From an optimization exercise on the open Yosys and OpenROAD flow, aimed at small area; shortcuts taken in it are not production practice. RTL that was checked went through simulation tests only; none was proved equivalent to the original. Only the layout flow was run in run 1; the RTL was not checked for function there. Power figures rest on the tool's default switching activity, not on a simulated workload.

==> flow/design.v <==
module i2c_master #(
 parameter [15:0]  p_DIV = 16'd500
) (
 input                           i_rst_n
,input                           i_local_clk
,input                           i_start
,input         [8:0]             i_req_num
,input         [7:0]             i_device_addr
,input         [7:0]             i_reg_addr
,input         [7:0]             i_wr_data
,output                          o_wr_done
,output        [7:0]             o_rd_data
,output                          o_rd_valid
,output                          o_busy
,output        [7:0]             o_reg_addr
,output        [7:0]             o_ack_erro
,output                          o_erro_valid
,output                          o_scl
,input                           i_sda
,output                          o_sda
);
localparam [3:0] S_IDLE   = 4'd0 ;
localparam [3:0] S_START  = 4'd1 ;
localparam [3:0] S_DEV    = 4'd2 ;
localparam [3:0] S_DACK   = 4'd3 ;
localparam [3:0] S_REG    = 4'd4 ;
localparam [3:0] S_RACK   = 4'd5 ;
localparam [3:0] S_DATA   = 4'd6 ;
localparam [3:0] S_DTACK  = 4'd7 ;
localparam [3:0] S_START2 = 4'd8 ;
localparam [3:0] S_DEVR   = 4'd9 ;
localparam [3:0] S_DACKR  = 4'd10;
localparam [3:0] S_STOPD  = 4'd11;   
localparam [3:0] S_STOP1  = 4'd12;   
localparam [3:0] S_STOP2  = 4'd13;   
localparam [3:0] S_STOP8  = 4'd14;   
reg    [3:0]     r_st     ;
reg    [6:0]     r_q      ;
reg    [1:0]     r_p      ;
reg    [2:0]     r_bit    ;
reg    [8:0]     r_cnt    ;
reg    [7:0]     r_rd_data;
reg              r_scl    ;
reg              r_sda    ;
wire   w_rd    = i_device_addr[0];
wire   w_qend  = (r_q == 7'b1010000);   
wire   w_q0    = (r_q == 7'd0);
wire   w_e499  = w_qend & (r_p == 2'd3);
wire   w_d0    = w_q0 & (r_p == 2'd0);
wire   w_last  = (i_req_num == r_cnt);
wire   w_idle  = (r_st == S_IDLE);
wire   w_stop  = (r_st == S_STOPD) | (r_st == S_STOP1) | (r_st == S_STOP2) | (r_st == S_STOP8);
wire   w_shift = (r_st == S_DEV) | (r_st == S_REG) | (r_st == S_DATA) | (r_st == S_DEVR);
assign o_busy       = ~w_idle;
assign o_scl        = r_scl;
assign o_sda        = r_sda;
assign o_rd_data    = r_rd_data;
assign o_reg_addr   = i_reg_addr + r_cnt[7:0];
assign o_rd_valid   = (r_st == S_DTACK) & w_rd & w_d0;
assign o_wr_done    = (r_st == S_DTACK) & ~w_rd & w_q0 & (r_p == 2'd3) & ~i_sda;
assign o_erro_valid = w_d0 & ((r_st == S_STOP1) | (r_st == S_STOP2) | (r_st == S_STOP8) |
                              ((r_st == S_STOPD) & ~w_rd & i_sda));
assign o_ack_erro   = {4'd0, r_st == S_STOP8, r_st == S_STOPD, r_st == S_STOP2, r_st == S_STOP1};
always @(posedge i_local_clk or negedge i_rst_n) begin
	if(~i_rst_n) begin
		r_q <= 'd0;
		r_p <= 'd0;
	end else if(w_idle & ~i_start) begin
		r_q <= 'd0;
		r_p <= 'd0;
	end else if(w_qend) begin
		r_q <= 'd0;
		r_p <= r_p + 1'b1;
	end else
		r_q <= {r_q[5:0], ~(r_q[6] ^ r_q[5])};
end
always @(posedge i_local_clk or negedge i_rst_n) begin
	if(~i_rst_n)
		r_bit <= 'd0;
	else if(w_shift & w_e499)
		r_bit <= r_bit + 1'b1;
end
always @(posedge i_local_clk or negedge i_rst_n) begin
	if(~i_rst_n)
		r_cnt <= 'd0;
	else if(w_idle)
		r_cnt <= 'd0;
	else if((r_st == S_DTACK) & w_d0)
		r_cnt <= r_cnt + 1'b1;
end
always @(posedge i_local_clk) begin
	if(w_e499)
		r_rd_data <= {r_rd_data[6:0], i_sda};
end
reg w_bit;
always @(*) begin
	case(r_st)
		S_DEV, S_DEVR: w_bit = i_device_addr[~r_bit] & ~((r_st == S_DEV) & (r_bit == 3'd7));
		S_REG:         w_bit = i_reg_addr[~r_bit];
		default:       w_bit = i_wr_data[~r_bit] | w_rd;
	endcase
end
always @(posedge i_local_clk or negedge i_rst_n) begin
	if(~i_rst_n)
		r_sda <= 1'b1;
	else case(r_st)
		S_START:  r_sda <= (r_p == 2'd0);
		S_START2: r_sda <= ~r_p[1];
		default: if(w_qend) case(r_p)
			2'd0: case(r_st)
				S_STOPD, S_STOP1, S_STOP2, S_STOP8: r_sda <= 1'b0;
				S_DEV, S_DEVR, S_REG, S_DATA:       r_sda <= w_bit;
				S_DTACK:                            r_sda <= ~w_rd | w_last;
				default:                            r_sda <= 1'b1;
			endcase
			2'd2: if(w_stop) r_sda <= 1'b1;
			default: ;
		endcase
	endcase
end
always @(posedge i_local_clk or negedge i_rst_n) begin
	if(~i_rst_n)
		r_scl <= 1'b1;
	else case(r_st)
		S_IDLE:   r_scl <= 1'b1;
		S_START:  r_scl <= ~r_p[1];
		S_START2: r_scl <= r_p[1] ^ r_p[0];
		default:  r_scl <= r_p[1];
	endcase
end
always @(posedge i_local_clk or negedge i_rst_n) begin
	if(~i_rst_n)
		r_st <= S_IDLE;
	else case(r_st)
		S_IDLE:   if(i_start) r_st <= S_START;
		S_START:  if(w_e499) r_st <= S_DEV;
		S_DEV:    if(w_e499 & (r_bit == 3'd7)) r_st <= S_DACK;
		S_DACK:   if(w_e499) r_st <= i_sda ? S_STOP1 : S_REG;
		S_REG:    if(w_e499 & (r_bit == 3'd7)) r_st <= S_RACK;
		S_RACK:   if(w_e499) r_st <= i_sda ? S_STOP2 : (w_rd ? S_START2 : S_DATA);
		S_DATA:   if(w_e499 & (r_bit == 3'd7)) r_st <= S_DTACK;
		S_DTACK:  if(w_e499) r_st <= (w_last | (~w_rd & i_sda)) ? S_STOPD : S_DATA;
		S_START2: if(w_e499) r_st <= S_DEVR;
		S_DEVR:   if(w_e499 & (r_bit == 3'd7)) r_st <= S_DACKR;
		S_DACKR:  if(w_e499) r_st <= i_sda ? S_STOP8 : S_DATA;
		default:  if(w_e499) r_st <= S_IDLE;
	endcase
end
endmodule
==> flow/flow/run.sh <==
#!/bin/bash
# Standard layout, with the port buffers made from the smallest buffer cell.
set -euo pipefail
export BUFFER_PORTS_ARGS="-buffer_cell sky130_fd_sc_hd__buf_1"
bash standard.sh > standard.log 2>&1
==> flow/standard.sh <==
#!/bin/bash
# synth_recipe.tcl (not shown) runs the flow's synth.tcl, then flattens the netlist and writes it again
# the make line also repeats each setting of config.mk as NAME=value (left out here)
make -C /OpenROAD-flow-scripts/flow DESIGN_CONFIG=/design/flow/config.mk WORK_HOME=/design/flow/orfs CLKGATE_MAP_FILE= SYNTH_SCRIPT=/design/flow/synth_recipe.tcl "${@:-finish}"
==> flow/config.mk <==
export PLATFORM = sky130hd
export DESIGN_NAME = i2c_master
export DESIGN_NICKNAME = i2c_master
export VERILOG_FILES = /design/flow/design.v
export SDC_FILE = /design/flow/constraint.sdc
export NUM_CORES = 4
export LEC_CHECK = 0
export CAP_MARGIN = 20
export CORE_MARGIN = 2
export CORE_UTILIZATION = 40
export PLACE_DENSITY = 0.6
export SLEW_MARGIN = 20
==> flow/constraint.sdc <==
create_clock -name core_clock -period 5.0 [get_ports {i_local_clk}]
set_input_delay 1.0000 -clock core_clock [delete_from_list [all_inputs] [get_ports {i_local_clk}]]
set_output_delay 1.0000 -clock core_clock [all_outputs]
set_load 0.01 [all_outputs]
==> summary.txt, run 1 <==
Detailed routing
  – Pre-antenna DRT Iters: 5
  – Via count: 2,077
  – Initial drt markers: 106
  – Drt wl/cell: 14.52 um
  – Vias per std cell: 5.232
  – Final wirelength: 5.763 mm
  – DRC: 0
  – Post-route ant nets: 0

Finish
  – Final Cell Area: 0.002873 mm2
  – N_diodes: 0
  – Fin nets: 372
  – Layout cells sized above 1: 0.08385
  – Commonest non-fill, non-tap cells in the layout: buf_1, nor2_1, dfrtp_1, nand2_1, inv_1
  – Synth-to-Final Area Change: 14.46%
  – Commonest non-fill, non-tap cell in the layout: buf_1

Worst setup path
  – Worst reg2reg endpoint: r_st[2]
  – Critical path buffers and inverters: 3
  – Crit-path leading delay family: adder cells
  – Cell mode on critical path: buf_1
  – Startpoint Class: input pin
  – Arrival time of the worst setup path: 2.70 ns
  – Crit. End Element: output port
  – Kind of critical path: in -> out
  – Critical path's slowest cell: fa_1
  – CP cell instances: buf_1 > ha_1 > inv_1 > fa_1 > nor2b_1 > o21ai_0 > a21boi_0 > o21a_1 > nor2_1 > xnor2_1 > buf_1
  – Reg2Reg Launch Point: r_st[0]
  – Setup slack, reg-to-reg: 2.28 ns
  – CP max stage delay: 0.40 ns
  – Worst EP required: 4.00 ns
  – Worst r2r path cells: 6
  – Worst-path maximum fanout: 2

Logic synthesis
  – Post-synthesis sequential area ratio: 0.3659
  – Warnings, synthesis: 1
  – Mean Syn Cell Area: 9.580 um2
  – Post-synth cell types: 55
  – Post-synth EDFFs: 8
  – Post-synthesis cell area: 0.002510 mm2
  – Synth Register Bits: 35
  – Post-Synthesis Cells: 262
  – Post-synth ARST share: 0.7714
  – Predominant post-synthesis flop cell: dfrtp_1

STA
  – Worst clock skew: 0.01344 ns
  – Final slew viol count: 0
  – Fmax: 0.2702 GHz
  – Setup_tns: 0 ns
  – Period utilisation layout: 0.7401
  – RSZ-0062 raised after global routing: false
  – Worst-margin pin slew: 0.7059 ns
  – Hold WS: 0.4548 ns
  – Final Hold Viols: 0
  – Slew HR: 0.5294
  – Final setup viols: 0
  – Crit path time final: 3.701 ns

Global route
  – Via count of the first global-routing pass: 1,997
  – Maximum number of pins on one net before global-route repair: 28
  – Gr ovfl total: 0
  – GRT Resource Usage Total: 0.1736
  – Initial antenna violation count: 0
  – Global-route wire length before repair: 9.791 mm

Min path
  – Hold endpoint: r_rd_data[3]
  – Hold WC Path Type: reg -> reg
  – Hold depth: 0
  – Start point of the worst hold path: r_rd_data[2]

Clock tree
  – Clk slew on worst S/H paths: 0.07 ns
  – Clk sinks: 35
  – Cts bufs inserted: 5
  – Number of gates resized after CTS: 0
  – Clock Latency Late Sink: 0.30 ns
  – Max clock buf depth: 2
  – Setup Buffers After CTS: 0
  – Root Buffer: clkbuf_8
  – Hold buffer count at cts: 0
  – TritonCTS clock tree: built
  – # H-tree levels: 2

Power and ir drop
  – Internal power: 0.0005685 W
  – Clock Power Share: 0.253
  – Sequential power share: 0.473
  – Power share of the combinational group: 0.274
  – Pleak: 1.185 nW
  – Sw Ratio: 0.3411
  – Total power per unit cell area: 300.4 mW/mm2
  – P_sw: 0.0002943 W
  – Maximum VDD drop: 0.1545 mV

Die
  – Row cnt: 28
  – Die Area: 0.006925 mm2
  – Core area: 0.005991 mm2
  – Die width: 83.22 um
  – Initial Utilization: 0.4190
  – IO Count: 67
  – Die Height: 83.22 um

Placed design
  – Dpl cell area: 0.002776 mm2
  – Dpl hpwl: 4.367 mm
  – Placer Congestion: 0.8760
  – Number of port buffers: 62

Job
  – Max_cap viols: 0

Run status
  – Status: complete, no violations
==> logic make-up after synthesis <==
group	count (synthesis)	synth area share
multiplexers	14	0.08774
XOR/XNOR	24	0.08375
adder cells (fa/ha/maj)	14	0.07278
other	1	0.001494
flip-flops	35	0.3659
buffers and inverters	29	0.05234
AND/OR/NAND/NOR	102	0.2208
AO/OA/AOI/OAI	43	0.1152
==> sequential cells by signal (all words and copies together) (netlist names) <==
register   count
r_bit          3
r_cnt          9
r_p            2
r_q            7
r_rd_data      8
r_scl          1
r_sda          1
r_st           4
==> layer usage <==
metal  routed length (um)  share of wire  vias up  track usage
li1                     -              -     1046            -
met1                 2683           0.47      966       0.2445
met2                 2746           0.48       58       0.2683
met3                  274          0.048        7      0.03479
met4                   59          0.010        0      0.05514
met5                    0              0        -            0
==> worst register-to-register path, delay by kind of cell, from the launching register on <==
kind	cells	cell delay (ns)
flops	1	0.62
compound gates	3	0.89
simple gates	1	0.65
buf+inv	2	0.45
==> per-stage QoR <==
| step | instances | power, W | setup WS [ns] | utilization |
|---|---|---|---|---|
| after CTS | 396 | 0.0008697 | 1.283 | 0.4787 |
| after floorplan | 265 | 0.0005815 | 1.628 | - |
| after global routing | 397 | 0.0009254 | 1.091 | 0.4795 |
| final | 397 | 0.0008628 | 1.299 | 0.4795 |
| after detailed placement | 388 | 0.0006498 | 1.293 | 0.4635 |
| after global placement | 388 | 0.0006463 | 1.362 | 0.4635 |
==> area by class of cell <==
cell class,instances,area (um2)
fillers,611,3118
multi-input cells,201,1471
flip-flops and latches,35,918.4
repair buffers,64,245.2
well taps,75,93.84
clock buffers,7,86.33
inverters,14,52.55
clock inverters,1,5.005
==> how the worst max path moves through the flow <==
stage / startpoint / end / slack, ns / cells after the start
3_3_place_gp: i_reg_addr[0] / o_reg_addr[6] / 1.36 / 11
5_1_grt: i_reg_addr[0] / o_reg_addr[6] / 1.09 / 11
6_report: i_reg_addr[0] / o_reg_addr[6] / 1.30 / 11
2_1_floorplan: i_reg_addr[0] / o_reg_addr[6] / 1.63 / 9
4_1_cts: i_reg_addr[0] / o_reg_addr[6] / 1.28 / 11
3_5_place_dp: i_reg_addr[0] / o_reg_addr[6] / 1.29 / 11
==> power groups by stage <==
stage               clock (W)  sequential (W)  combinational, W
floorplan                   0        0.000386          0.000196
global placement            0        0.000413          0.000233
detailed placement          0        0.000415          0.000235
CTS                  0.000223        0.000409          0.000238
global route         0.000236        0.000420          0.000269
finish               0.000218        0.000409          0.000236
==> Yosys cell counts, drive strengths merged (2+ instances only) <==
master | instances | area, um2
nor2 | 31 | 123.9
dfrtp | 25 | 625.6
nand2 | 16 | 60.06
inv | 14 | 52.55
ha | 13 | 162.7
xor2 | 13 | 113.9
a21oi | 11 | 55.05
nor2b | 11 | 68.82
xnor2 | 11 | 96.34
o21ai | 9 | 45.04
buf | 8 | 52.55
edfxtp | 8 | 240.2
nor3 | 8 | 40.04
clkbuf | 7 | 26.28
mux4 | 6 | 135.1
nand2b | 5 | 31.28
and2 | 4 | 25.02
and3 | 4 | 25.02
mux2 | 4 | 45.04
mux2i | 4 | 40.04
nand3 | 4 | 20.02
nand4 | 4 | 31.28
or3 | 4 | 25.02
a31oi | 3 | 18.77
nor3b | 3 | 22.52
o22ai | 3 | 18.77
a21boi | 2 | 15.01
dfstp | 2 | 52.55
nor4 | 2 | 27.53
o41ai | 2 | 17.52
==> run 2, diff against run 1 <==
--- a/flow/design.v
+++ b/flow/design.v
@@ -43,7 +43,7 @@
 reg              r_scl    ;
 reg              r_sda    ;
 wire   w_rd    = i_device_addr[0];
-wire   w_qend  = (r_q == 7'b1010000);   
+wire   w_qend  = (r_q == 7'd124);
 wire   w_q0    = (r_q == 7'd0);
 wire   w_e499  = w_qend & (r_p == 2'd3);
 wire   w_d0    = w_q0 & (r_p == 2'd0);
@@ -72,7 +72,7 @@
 		r_q <= 'd0;
 		r_p <= r_p + 1'b1;
 	end else
-		r_q <= {r_q[5:0], ~(r_q[6] ^ r_q[5])};
+		r_q <= r_q + 1'b1;
 end
 always @(posedge i_local_clk or negedge i_rst_n) begin
 	if(~i_rst_n)
==> flow/run.sh (new file) <==
#!/bin/bash
# synth_recipe.tcl (not shown) runs the flow's synth.tcl, then flattens the netlist and writes it again
# the make line also repeats each setting of config.mk as NAME=value (left out here)
make -C /OpenROAD-flow-scripts/flow DESIGN_CONFIG=/design/flow/config.mk WORK_HOME=/design/flow/orfs CLKGATE_MAP_FILE= SYNTH_SCRIPT=/design/flow/synth_recipe.tcl finish
removed: flow/flow/run.sh
removed: flow/standard.sh
==> run 2 against run 1 <==
  * Final cell count up 4.5%
  * Sequential power shrank 27%
  * Sequential cell count did not move
  * Synthesized cell count up 6.1%
  * Cell area increased by 19%
  * Critical endpoint unchanged
  * Critical path type unchanged
  * First-iteration DRC count grew 31%
  * Wire length grew 13%
  * Largest cell class unchanged
  * Clock skew is 0.0037 ns lower
==> summary.txt, run 2 <==
Run status
  – Status: complete, no violations

Worst setup path
  – Worst-path maximum fanout: 2 (unchanged)
  – Setup slack, reg-to-reg: 2.63 ns (+0.35 ns)
  – Crit. End Element: output port
  – Worst EP required: 4.00 ns (about the same)
  – Worst r2r path cells: 5 (-1)
  – Arrival time of the worst setup path: 3.46 ns (+0.76 ns)
  – Kind of critical path: in -> out
  – Startpoint Class: input pin
  – Reg2Reg Launch Point: r_st[2]
  – Worst reg2reg endpoint: r_cnt[8]

Power and ir drop
  – Total power per unit cell area: 185.2 mW/mm2 (-38%)
  – Sw Ratio: 0.2285 (-0.1126)
  – Power share of the combinational group: 0.121 (-0.153)
  – P_sw: 0.0001444 W (-51%)
  – Clock Power Share: 0.409 (+0.156)
  – Pleak: 1.439 nW (+21%)
  – Sequential power share: 0.470 (-0.003)
  – Internal power: 0.0004876 W (-14%)
  – Maximum VDD drop: 0.1295 mV (-16%)

Global route
  – Via count of the first global-routing pass: 2,133 (+6.8%)
  – Grt peak-use layer: met2
  – GR Layer Usage met2: 0.3011 (+0.03281)
  – Grt met1 use: 0.2625 (+0.01795)
  – GR Util met3: 0.03176 (-0.003030)
  – Gr ovfl total: 0 (unchanged)
  – Maximum number of pins on one net before global-route repair: 28 (unchanged)
  – Global-route wire length before repair: 10.93 mm (+12%)
  – GRT Resource Usage Total: 0.1873 (+0.01367)
  – Initial antenna violation count: 0 (unchanged)

STA
  – Final Hold Viols: 0 (unchanged)
  – Crit path time final: 4.459 ns (+0.7587 ns)
  – Worst clock skew: 0.009780 ns (-0.003660 ns)
  – Period utilisation layout: 0.8919 (+0.1517)
  – Final setup viols: 0 (unchanged)
  – RSZ-0062 raised after global routing: false
  – Final slew viol count: 0 (unchanged)
  – Slew HR: 0.4547 (-0.07465)
  – Setup_tns: 0 ns (unchanged)
  – Worst-margin pin slew: 0.8179 ns (+0.1120 ns)
  – Fmax: 0.2242 GHz (-17%)

Finish
  – Commonest non-fill, non-tap cells in the layout: clkdlybuf4s50_1, nor2_1, dfrtp_1, xnor2_1
  – Synth-to-Final Area Change: 27.83%
  – Commonest non-fill, non-tap cell in the layout: clkdlybuf4s50_1
  – Most flops, register: r_cnt
  – Largest register FFs: 9 (unchanged)
  – Biggest regs: r_cnt x9, r_rd_data x8, r_q x7
  – Layout cells sized above 1: 0.07396 (-0.009886)
  – Final Cell Area: 0.003413 mm2 (+19%)
  – Fillers: 580 (-5.1%)
  – Fin nets: 390 (+4.8%)
  – N_diodes: 0 (unchanged)

Die
  – Row cnt: 29 (+3.6%)
  – Die width: 85.70 um (+3.0%)
  – Initial Utilization: 0.4181 (-0.0008605)
  – Die Height: 85.70 um (+3.0%)
  – Die Area: 0.007344 mm2 (+6.1%)
  – Core area: 0.006386 mm2 (+6.6%)
  – IO Count: 67 (unchanged)

Logic synthesis
  – Post-synth top cells: nor2_1, dfrtp_1, xnor2_1
  – Synth Register Bits: 35 (unchanged)
  – Post-synth EDFFs: 8 (unchanged)
  – Post-synth cell types: 61 (+11%)
  – Predominant post-synthesis flop cell: dfrtp_1
  – Largest area contributor in the netlist: dfrtp_1
  – Area contributors post-synth: dfrtp_1, edfxtp_1, ha_1
  – Synth top area share: 0.2343 (-0.01495)
  – Post-synth ARST share: 0.7714 (unchanged)
  – Post-synthesis sequential area ratio: 0.3440 (-0.02195)
  – Post-Synthesis Cells: 278 (+6.1%)
  – Warnings, synthesis: 1 (unchanged)
  – Post-synthesis cell area: 0.002670 mm2 (+6.4%)
  – Mean Syn Cell Area: 9.605 um2 (+0.26%)
  – Most frequent cell after synthesis: nor2_1

Clock tree
  – Max clock buf depth: 2 (unchanged)
  – Clock Latency Late Sink: 0.29 ns (about the same)
  – TritonCTS clock tree: built
  – Hold buffer count at cts: 0 (unchanged)
  – Number of gates resized after CTS: 0 (unchanged)
  – Root Buffer: clkbuf_8
  – Clk slew on worst S/H paths: 0.07 ns (about the same)
  – Cts bufs inserted: 5 (unchanged)
  – Setup Buffers After CTS: 0 (unchanged)
  – # H-tree levels: 2 (unchanged)
  – Clk sinks: 35 (unchanged)

Detailed routing
  – Initial drt markers: 139 (+31%)
  – Post-route ant nets: 0 (unchanged)
  – Pre-antenna DRT Iters: 4 (-1)
  – DRC: 0 (unchanged)
  – Vias per std cell: 5.275 (+0.82%)
  – Final wirelength: 6.507 mm (+13%)
  – Drt wl/cell: 15.68 um (+8.0%)
  – Via count: 2,189 (+5.4%)

Min path
  – Hold endpoint: r_rd_data[6]
  – Hold depth: 0 (unchanged)
  – Start point of the worst hold path: r_rd_data[5]
  – Hold WC Path Type: reg -> reg

Placed design
  – Dpl hpwl: 4.904 mm (+12%)
  – Placer Congestion: 0.8865 (+1.2%)
  – Dpl cell area: 0.003301 mm2 (+19%)
  – Number of port buffers: 62 (unchanged)

Job
  – Max_cap viols: 0 (unchanged)
==> run 2: changes by cell type in the layout (fill, tap and decap cells not counted), moves of 3 or more <==
cell	before	now
mux4_2	6	2
buf_1	62	0
mux4_1	0	4
nand3b_1	0	3
clkdlybuf4s50_1	0	62
nor2_1	30	37
nor2b_1	11	4
or3_1	4	1
xnor2_1	11	19
==> run 2: worst max path at each step <==
stage	startpoint	endpoint	slack (ns)	cells past startpoint
floorplan	i_reg_addr[0]	o_reg_addr[6]	1.67	9
global placement	i_reg_addr[0]	o_reg_addr[6]	0.63	11
detailed placement	i_reg_addr[0]	o_reg_addr[6]	0.56	11
CTS	i_reg_addr[0]	o_reg_addr[6]	0.55	11
global route	i_reg_addr[0]	o_reg_addr[6]	0.38	11
finish	i_reg_addr[0]	o_reg_addr[6]	0.54	11
==> run 2: power groups by stage <==
| stage | combinational, W | sequential, W | clock (W) |
|---|---|---|---|
| after global routing | 0.0000836 | 0.000298 | 0.000279 |
| after CTS | 0.0000773 | 0.000297 | 0.000268 |
| after global placement | 0.0000766 | 0.000303 | 0 |
| final | 0.0000765 | 0.000297 | 0.000258 |
| after floorplan | 0.0000323 | 0.000301 | 0 |
| after detailed placement | 0.0000769 | 0.000303 | 0 |
==> run 2: metal layers <==
layer  up-vias  wire length (um)
met5         -                 0
met4         0                72
met3         7               281
met2        56              3054
met1      1031              3098
li1       1095                 -
==> run 2: final cells by class <==
| class | instances | area [um2] | area share |
|---|---|---|---|
| clock buffer | 5 | 68.82 | 0.02016 |
| tap | 77 | 96.34 | 0.02823 |
| inverter | 16 | 60.06 | 0.01760 |
| timing repair buffer | 65 | 643.1 | 0.1884 |
| sequential | 35 | 918.4 | 0.2691 |
| clock inverter | 3 | 43.79 | 0.01283 |
| multi-input combinational | 214 | 1583 | 0.4637 |
==> run 2: cells by family (layout without fill, tap and decap cells) <==
group / after synthesis / in the layout / share of synthesized area
other: 1 / 4 / 0.001404
flip-flops: 35 / 35 / 0.3440
AND/OR/NAND/NOR: 102 / 102 / 0.2034
multiplexers: 14 / 14 / 0.08716
XOR/XNOR: 31 / 31 / 0.1017
buffers and inverters: 32 / 89 / 0.06982
adder cells (fa/ha/maj): 16 / 16 / 0.07779
AO/OA/AOI/OAI: 47 / 47 / 0.1148
==> run 2: worst max-delay path, cell delays in order <==
cell,delay [ns]
clkdlybuf4s50_1,0.48
ha_1,0.18
inv_1,0.07
fa_1,0.41
nor2b_1,0.12
o21ai_0,0.11
a21oi_1,0.22
o21a_1,0.13
nor2_1,0.04
xnor2_1,0.14
clkdlybuf4s50_1,0.56
==> run 2: through the flow <==
stage | power (W) | util | std cells | setup WS, ns | hold slack (ns)
after floorplan | 0.0003330 | - | 281 | 1.670 | 0.4546
after global placement | 0.0003794 | 0.5169 | 407 | 0.6337 | 0.4375
after detailed placement | 0.0003797 | 0.5169 | 407 | 0.5612 | 0.4366
after CTS | 0.0006419 | 0.5345 | 415 | 0.5475 | 0.4554
after global routing | 0.0006604 | 0.5345 | 415 | 0.3784 | 0.4656
final | 0.0006320 | 0.5345 | 415 | 0.5407 | 0.4513

re-timing with driven ports:
In the flow no input, the clock included, has a driving cell. The finished layouts below were timed again as built, in two steps. Step 1 sets driving cells, clkbuf_16 on the clock port and buf_2 on the other inputs (assumed; they add their load-dependent delay and slew). Step 2 moves the port delays by t, midway between the first and last clock arrival at a register: inputs arrive t later, outputs are due t later. That takes back most of the time a late clock gives input paths. Slacks: ideal ports / drivers / drivers and shift; pairs: ideal ports / drivers.
run | t (ns) | setup WS [ns] | clock arrival spread, ns
run 1 | 0.318 | 1.299 / 1.277 / 1.277 | 0.014 / 0.014
run 2 | 0.317 | 0.541 / 0.517 / 0.517 | 0.009 / 0.010
After both steps every run listed still meets setup and hold. The setup slack of run 2, which loses most, moves by -0.024 ns with the drivers and by -0.024 ns with both steps.
